Context: an optimization exercise on an open-source flow, tuned for small area. The choices shown serve that exercise and are no tape-out recipe. RTL that was checked went through simulation tests only; none was proved equivalent to the original. The clock input has no modelled driver; a real chip could not lean on it and would need a root buffer or a full tree.

Design total_fir, start of the top module:
module total_fir(total_out, x_in, clk);
	input clk;
	input signed [7:0] x_in;
	output signed [15:0] total_out;
	reg [7:0] e0;
	reg [7:0] e1;
	reg [7:0] e2;
	reg [7:0] e3;
	reg [7:0] e4;
	reg [7:0] e5;
	reg [7:0] e6;
	reg [7:0] e7;
	reg [7:0] e8;
	reg [7:0] e9;
	reg [7:0] e10;
	reg [7:0] e11;
	reg [7:0] e12;
	reg [7:0] e13;
	reg [7:0] e14;
	reg [7:0] e15;
	reg [7:0] e16;
	reg [7:0] e17;
	reg r425;
	reg r426;
	reg r427;
	reg r494;
	reg r495;
	reg r552;
	reg r553;
	reg r554;
	reg r603;
	reg r636;
	reg r637;
	reg r638;
	reg r665;
	reg r680;
	reg r681;
	reg r688;
	reg r689;
	reg r692;
	reg r693;
	reg r698;
	reg r699;
	reg r700;
	reg r701;
	wire o5;
	wire o6;
	wire o7;
	wire o8;
	wire o16;
	wire w1;
	wire w2;
	wire w3;
	wire w4;
	wire w5;
	wire w6;
	wire w7;
	wire w8;
	wire w9;
	wire w10;
	wire w11;
	wire w12;
	wire w13;
	wire w14;
	wire w15;
	wire w16;
	wire w17;
	wire w18;
	wire w19;
	wire w20;
	wire w21;
	wire w22;
	wire w23;
	wire w24;
	wire w25;
	wire w26;
	wire w27;
	wire w28;
	wire w29;
	wire w30;
	wire w31;
	wire w32;
	wire w33;
	wire w34;
	wire w35;
	wire w36;
	wire w37;
	wire w38;
	wire w39;
	wire w40;
	wire w41;
	wire w42;
	wire w43;
	wire w44;
	wire w45;
	wire w46;
	wire w47;
	wire w48;
	wire w49;
	wire w50;
	wire w51;
	wire w52;
	wire w53;
	wire w54;
	wire w55;
	wire w56;
	wire w57;
	wire w58;
	wire w59;
	wire w60;
	wire w61;
	wire w62;
	wire w63;
	wire w64;
	wire w65;
	wire w66;
	wire w67;
	wire w68;
	wire w69;
	wire w70;
	wire w71;
	wire w72;
	wire w73;
	wire w74;
	wire w75;
	wire w76;
	wire w77;
	wire w78;
	wire w79;
	wire w80;
	wire w81;
	wire w82;
	wire w83;
	wire w84;
	wire w85;
	wire w86;
	wire w87;
	wire w88;
	wire w89;
	wire w90;
	wire w91;
	wire w92;
	wire w93;
	wire w94;
	wire w95;
	wire w96;
	wire w97;
	wire w98;
	wire w99;
	wire w100;
	wire w101;
	wire w102;
	wire w103;
	wire w104;
	wire w105;
	wire w106;
	wire w107;
	wire w108;
	wire w109;
	wire w110;
	wire w111;
	wire w112;
	wire w113;
	wire w114;
	wire w115;
	wire w116;
	wire w117;
	wire w118;
	wire w119;
	wire w120;
	wire w121;
	wire w122;
	wire w123;
	wire w124;
	wire w125;
	wire w126;
	wire w127;
	wire w128;
	wire w129;
	wire w130;
	wire w131;
	wire w132;
	wire w133;
	wire w134;
	wire w135;
	wire w136;
	wire w137;
	wire w138;
	wire w139;
	wire w140;
	wire w141;
	wire w142;
	wire w143;
	wire w144;
	wire w145;
	wire w146;
	wire w147;
  ...
Size in the first run: roughly 170 flip-flops, roughly 25 I/O pins.
make LEC_CHECK=0 CAP_MARGIN=20 CORE_MARGIN=2 CORE_UTILIZATION=40 CTS_BUF_LIST=sky130_fd_sc_hd__clkbuf_8 CTS_CLUSTER_DIAMETER=200 CTS_CLUSTER_SIZE=50 SLEW_MARGIN=20 SYNTH_HIERARCHICAL=1 SYNTH_MINIMUM_KEEP_SIZE=0 finish   # period 5.0 ns
run.sh (not shown) runs the stock make flow with config.mk's settings and CLKGATE_MAP_FILE= SYNTH_SCRIPT=/design/flow/synth_recipe.tcl, a recipe that flattens the netlist after the stock synthesis.
The starting point finished clean.
Rerun with:
==> flow/flow/run.sh (new file) <==
#!/bin/bash
cp standard.sh standard.sh.txt
export CTS_ARGS="-sink_clustering_enable -repair_clock_nets -dont_use_dummy_load -buf_list sky130_fd_sc_hd__clkbuf_8"
export BUFFER_PORTS_ARGS="-buffer_cell sky130_fd_sc_hd__buf_1"
bash standard.sh > standard.log 2>&1
==> flow/standard.sh (new file) <==
#!/bin/bash
# synth_recipe.tcl (not shown) runs the flow's synth.tcl, then flattens the netlist and writes it again
# the make line also repeats each setting of config.mk as NAME=value (left out here)
make -C /OpenROAD-flow-scripts/flow DESIGN_CONFIG=/design/flow/config.mk WORK_HOME=/design/flow/orfs CLKGATE_MAP_FILE= SYNTH_SCRIPT=/design/flow/synth_recipe.tcl "${@:-finish}"
Settings changed: CTS_BUF_LIST sky130_fd_sc_hd__clkbuf_8 to unset, CTS_CLUSTER_DIAMETER 200 to unset, CTS_CLUSTER_SIZE 50 to unset.
removed: flow/run.sh
Outcome: The changed run finished with timing, DRC and antenna clean; fmax grows slightly; wire length fell slightly; setup slack gets better by 87 ps; first-iteration DRC count rises by well over a third; area after synthesis is unchanged; core utilization decreases by 1.4 points; count of clock-buffer cells in the layout goes down by 2; die area is unchanged; via count decreases slightly.
No functional check of the RTL was part of any run of this note.

========
total_fir, a different RTL version from the one above (not shown whole).
Size: about 570 cells after synthesis, roughly 160 flip-flops, ~25 I/O pins.
clock: 5.0 ns
lec_check: 0
cap_margin: 20
core_margin: 2
core_utilization: 40
slew_margin: 20
synth_hierarchical: 1
synth_minimum_keep_size: 0
standard.sh (not shown) runs the stock make flow with config.mk's settings and CLKGATE_MAP_FILE= SYNTH_SCRIPT=/design/flow/synth_recipe.tcl, a recipe that flattens the netlist after the stock synthesis.
==> flow/flow/run.sh <==
#!/bin/bash
# The standard layout (standard.sh, the ORFS flow), with ORFS's own variables set for three steps:
#  - clock tree: flow/mycts.tcl (sourced by ORFS before its CTS step) replaces TritonCTS with a
#    two-level tree: one clkbuf_8 at the clock port driving MYCTS_NLEAF clkbuf_4 cells, each
#    driving one placement cluster of flip-flops (balanced k-means on flip-flop locations);
#  - port buffering with the smallest buffer cell (every input and output still gets a buffer);
#  - timing-driven global placement keeps none of its trial buffering.
# The full ORFS output goes to standard.log in this folder (per-step logs under orfs/logs).
export PRE_CTS_TCL="$(pwd)/flow/mycts.tcl"
export MYCTS_NLEAF=20
export MYCTS_CELL=sky130_fd_sc_hd__clkbuf_4
export MYCTS_ROOT=sky130_fd_sc_hd__clkbuf_8
export BUFFER_PORTS_ARGS="-buffer_cell sky130_fd_sc_hd__buf_1"
export GPL_KEEP_OVERFLOW=0
bash standard.sh > standard.log 2>&1
==> flow/flow/mycts.tcl <==
# Simple one-level clock tree: the clock port drives NLEAF clock buffers, each
# buffer drives the flip-flops of one placement cluster (k-means on the flip-flop
# locations).  Replaces TritonCTS, whose H-tree always builds 16 leaf buffers here.
proc simple_clock_tree {args} {
  set nleaf [expr {[info exists ::env(MYCTS_NLEAF)] ? $::env(MYCTS_NLEAF) : 4}]
  set cell [expr {[info exists ::env(MYCTS_CELL)] ? $::env(MYCTS_CELL) : "sky130_fd_sc_hd__clkbuf_8"}]
  set block [ord::get_db_block]
  set db [ord::get_db]
  set master [$db findMaster $cell]
  set clkport [$block findBTerm clk]
  set clknet [$clkport getNet]
  set sinks {}
  foreach it [$clknet getITerms] {
    set inst [$it getInst]
    set bb [$inst getBBox]
    lappend sinks [list $it [expr {([$bb xMin] + [$bb xMax]) / 2}] [expr {([$bb yMin] + [$bb yMax]) / 2}]]
  }
  # k-means with farthest-point seeding (deterministic)
  set pts $sinks
  set cx [lindex $pts 0 1]; set cy [lindex $pts 0 2]
  set tx 0; set ty 0
  foreach p $pts { set tx [expr {$tx + [lindex $p 1]}]; set ty [expr {$ty + [lindex $p 2]}] }
  set n [llength $pts]
  set cents [list [list [expr {$tx / $n}] [expr {$ty / $n}]]]
  while {[llength $cents] < $nleaf} {
    set best -1; set bp {}
    foreach p $pts {
      set dmin 1e18
      foreach c $cents {
        set d [expr {abs([lindex $p 1] - [lindex $c 0]) + abs([lindex $p 2] - [lindex $c 1])}]
        if {$d < $dmin} { set dmin $d }
      }
      if {$dmin > $best} { set best $dmin; set bp [list [lindex $p 1] [lindex $p 2]] }
    }
    lappend cents $bp
  }
  # balanced k-means: each cluster gets at most ceil(n/k) sinks
  set cap [expr {int(ceil(double($n) / $nleaf))}]
  for {set iter 0} {$iter < 30} {incr iter} {
    set pairs {}
    set i 0
    foreach p $pts {
      set k 0
      foreach c $cents {
        lappend pairs [list [expr {abs([lindex $p 1] - [lindex $c 0]) + abs([lindex $p 2] - [lindex $c 1])}] $i $k]
        incr k
      }
      incr i
    }
    set pairs [lsort -real -index 0 $pairs]
    array unset asg; array unset cnt
    for {set k 0} {$k < $nleaf} {incr k} { set cnt($k) 0 }
    foreach pr $pairs {
      lassign $pr d i k
      if {[info exists asg($i)]} continue
      if {$cnt($k) >= $cap} continue
      set asg($i) $k; incr cnt($k)
    }
    set newc {}
    for {set k 0} {$k < $nleaf} {incr k} { set sx($k) 0; set sy($k) 0 }
    for {set i 0} {$i < $n} {incr i} {
      set k $asg($i)
      set sx($k) [expr {$sx($k) + [lindex $pts $i 1]}]; set sy($k) [expr {$sy($k) + [lindex $pts $i 2]}]
    }
    for {set k 0} {$k < $nleaf} {incr k} {
      if {$cnt($k) > 0} { lappend newc [list [expr {$sx($k) / $cnt($k)}] [expr {$sy($k) / $cnt($k)}]] } else { lappend newc [lindex $cents $k] }
    }
    set cents $newc
  }
  set drvnet $clknet
  if {$nleaf > 4} {
    set rcell [expr {[info exists ::env(MYCTS_ROOT)] ? $::env(MYCTS_ROOT) : $cell}]
    set rinst [odb::dbInst_create $block [$db findMaster $rcell] "clkbuf_root"]
    set drvnet [odb::dbNet_create $block "clknet_root"]
    $drvnet setSigType CLOCK
    [$rinst findITerm X] connect $drvnet
    [$rinst findITerm A] connect $clknet
    set mx 0; set my 0
    foreach c $cents { set mx [expr {$mx + [lindex $c 0]}]; set my [expr {$my + [lindex $c 1]}] }
    $rinst setLocation [expr {int($mx / $nleaf)}] [expr {int($my / $nleaf)}]
    $rinst setPlacementStatus PLACED
  }
  for {set k 0} {$k < $nleaf} {incr k} {
    set inst [odb::dbInst_create $block $master "clkbuf_leaf_$k"]
    set net [odb::dbNet_create $block "clknet_leaf_$k"]
    $net setSigType CLOCK
    [$inst findITerm X] connect $net
    [$inst findITerm A] connect $drvnet
    $inst setLocation [expr {int([lindex $cents $k 0])}] [expr {int([lindex $cents $k 1])}]
    $inst setPlacementStatus PLACED
    set leafnet($k) $net
  }
  for {set i 0} {$i < $n} {incr i} {
    set it [lindex $pts $i 0]
    $it disconnect
    $it connect $leafnet($asg($i))
  }
  global_connect
  set_propagated_clock [all_clocks]
  puts "simple_clock_tree: $nleaf x $cell, sinks per buffer: [array get cnt]"
}
rename clock_tree_synthesis tritoncts_clock_tree_synthesis
proc clock_tree_synthesis {args} { simple_clock_tree }
Then changed:
==> flow/flow/run.sh (replaced) <==
#!/bin/bash
# The standard layout (standard.sh, the ORFS flow), with ORFS's own variables set for three steps:
#  - clock tree: flow/mycts.tcl (sourced by ORFS before its CTS step) replaces TritonCTS with a
#    two-level tree: one clkbuf_16 at the clock port driving MYCTS_NLEAF clkbuf_4 cells, each
#    driving one placement cluster of flip-flops (balanced k-means on flip-flop locations);
#  - port buffering with the smallest buffer cell (every input and output still gets a buffer);
#  - timing-driven global placement keeps none of its trial buffering.
# The full ORFS output goes to standard.log in this folder (per-step logs under orfs/logs).
export PRE_CTS_TCL="$(pwd)/flow/mycts.tcl"
export MYCTS_NLEAF=18
export MYCTS_CELL=sky130_fd_sc_hd__clkbuf_4
export MYCTS_ROOT=sky130_fd_sc_hd__clkbuf_16
export BUFFER_PORTS_ARGS="-buffer_cell sky130_fd_sc_hd__buf_1"
export GPL_KEEP_OVERFLOW=0
bash standard.sh > standard.log 2>&1
After rerunning: The changed run completed without violations. Synthesized cell count is unchanged. Die area does not change. Worst hold slack stays flat. Critical path depth does not change. Core utilization is about the same. Area after synthesis does not change. First-iteration DRC count went down by about 15%. Design area barely changes. Cell count hardly moves.
In every run of this note, the design's own scripts or RTL, not TritonCTS, make the clock network.

========
total_fir again, from the RTL that the note above started with.
## total_fir
module total_fir(total_out, x_in, clk);
	input clk;
	input signed [7:0] x_in;
	output signed [15:0] total_out;
	reg [7:0] e0;
	reg [7:0] e1;
	reg [7:0] e2;
	reg [7:0] e3;
	reg [7:0] e4;
	reg [7:0] e5;
	reg [7:0] e6;
	reg [7:0] e7;
	reg [7:0] e8;
	reg [7:0] e9;
	reg [7:0] e10;
	reg [7:0] e11;
	reg [7:0] e12;
	reg [7:0] e13;
	reg [7:0] e14;
	reg [7:0] e15;
	reg [7:0] e16;
	reg [7:0] e17;
	reg r498;
	reg r499;
	reg r558;
	reg r559;
	reg r606;
	reg r607;
	reg r642;
	reg r667;
	reg r668;
	reg r683;
	reg r684;
	reg r691;
	reg r692;
	reg r695;
	reg r696;
	reg r703;
	reg r704;
	reg r705;
	reg r706;
	reg r707;
	wire o5_0;
	wire o6_0;
	wire o7_0;
	wire o8_0;
	wire o16_0;
	wire w1;
	wire w2;
	wire w3;
	wire w4;
	wire w5;
	wire w6;
	wire w7;
	wire w8;
	wire w9;
	wire w10;
	wire w11;
	wire w12;
	wire w13;
	wire w14;
	wire w15;
	wire w16;
	wire w17;
	wire w18;
	wire w19;
	wire w20;
	wire w21;
	wire w22;
	wire w23;
	wire w24;
	wire w25;
	wire w26;
	wire w27;
	wire w28;
	wire w29;
	wire w30;
	wire w31;
	wire w32;
	wire w33;
	wire w34;
	wire w35;
	wire w36;
	wire w37;
	wire w38;
	wire w39;
	wire w40;
	wire w41;
	wire w42;
	wire w43;
	wire w44;
	wire w45;
	wire w46;
	wire w47;
	wire w48;
	wire w49;
	wire w50;
	wire w51;
	wire w52;
	wire w53;
	wire w54;
	wire w55;
	wire w56;
	wire w57;
	wire w58;
	wire w59;
	wire w60;
	wire w61;
	wire w62;
	wire w63;
	wire w64;
	wire w65;
	wire w66;
	wire w67;
	wire w68;
	wire w69;
	wire w70;
	wire w71;
	wire w72;
	wire w73;
	wire w74;
	wire w75;
	wire w76;
	wire w77;
	wire w78;
	wire w79;
	wire w80;
	wire w81;
	wire w82;
	wire w83;
	wire w84;
	wire w85;
	wire w86;
	wire w87;
	wire w88;
	wire w89;
	wire w90;
	wire w91;
	wire w92;
	wire w93;
	wire w94;
	wire w95;
	wire w96;
	wire w97;
	wire w98;
	wire w99;
	wire w100;
	wire w101;
	wire w102;
	wire w103;
	wire w104;
	wire w105;
	wire w106;
	wire w107;
	wire w108;
	wire w109;
  ...
==> flow/config.mk <==
export PLATFORM = sky130hd
export DESIGN_NAME = total_fir
export DESIGN_NICKNAME = total_fir
export VERILOG_FILES = /design/flow/design.v
export SDC_FILE = /design/flow/constraint.sdc
export NUM_CORES = 4
export LEC_CHECK = 0
export CAP_MARGIN = 20
export CORE_MARGIN = 2
export CORE_UTILIZATION = 40
export PLACE_DENSITY = 0.75
export SLEW_MARGIN = 20
export SYNTH_HIERARCHICAL = 1
export SYNTH_MINIMUM_KEEP_SIZE = 0
==> flow/constraint.sdc <==
create_clock -name core_clock -period 5.0 [get_ports {clk}]
set_input_delay 1.0000 -clock core_clock [delete_from_list [all_inputs] [get_ports {clk}]]
set_output_delay 1.0000 -clock core_clock [all_outputs]
set_load 0.01 [all_outputs]
==> flow/flow/run.sh <==
#!/bin/bash
# The standard layout (standard.sh, the ORFS flow), with ORFS's own variables set for two steps:
#  - clock tree synthesis without dummy balancing loads, built from clkbuf_8 cells;
#  - port buffering with the smallest buffer cell (every input and output still gets a buffer).
# The full ORFS output goes to standard.log in this folder (per-step logs under orfs/logs).
export CTS_ARGS="-sink_clustering_enable -repair_clock_nets -dont_use_dummy_load -buf_list sky130_fd_sc_hd__clkbuf_8"
export BUFFER_PORTS_ARGS="-buffer_cell sky130_fd_sc_hd__buf_1"
# timing-driven global placement: use its trial buffering for net weights only, do not keep it
export GPL_KEEP_OVERFLOW=0
bash standard.sh > standard.log 2>&1
Change:
--- a/flow/config.mk
+++ b/flow/config.mk
@@ -11 +10,0 @@
-export PLACE_DENSITY = 0.75
What happened: Flip-flop and latch count stays the same. Area after synthesis does not change. Wire length came out higher by about 5.5%. Global-route usage climbs by 0.71 points. Die area does not change. Worst hold slack improves by 13 ps. Cell area is about the same. Core utilization barely changes.

==> re-timing with driven ports <==
How much do the figures lean on ideal ports? The routed layouts below were timed once more, with nothing changed but the port constraints.
Step 1 sets driving cells, clkbuf_16 on the clock port and buf_2 on the other inputs (assumed; they add their load-dependent delay and slew).
Step 2, shift: input delay + t, output delay - t, t = (earliest + latest rising clock arrival at the registers) / 2. This alone moves slack from input paths to output paths.
a / b / c = no drivers / after step 1 / after step 2; a / b = the first two.
| run | t (ns) | slack for setup (ns) | hold WS [ns] | worst setup path at the end |
|---|---|---|---|---|
| the first run of note 1 | 0.514 | 0.024 / -0.015 / 0.334 | 0.327 / 0.327 / 0.327 | register to register |
| the second run of note 1 | 0.480 | 0.111 / 0.074 / 0.399 | 0.331 / 0.331 / 0.331 | register to register |
| the first run of note 2 | 0.528 | 0.117 / 0.117 / 0.117 | 0.332 / 0.332 / 0.332 | register to register |
| the second run of note 2 | 0.445 | 0.095 / 0.095 / 0.095 | 0.334 / 0.334 / 0.334 | register to register |
| the first run of note 3 | 0.485 | 0.158 / 0.158 / 0.158 | 0.316 / 0.316 / 0.316 | register to register |
| the second run of note 3 | 0.496 | 0.092 / 0.092 / 0.092 | 0.330 / 0.330 / 0.330 | register to register |
After both steps setup and hold are still met in every run listed.
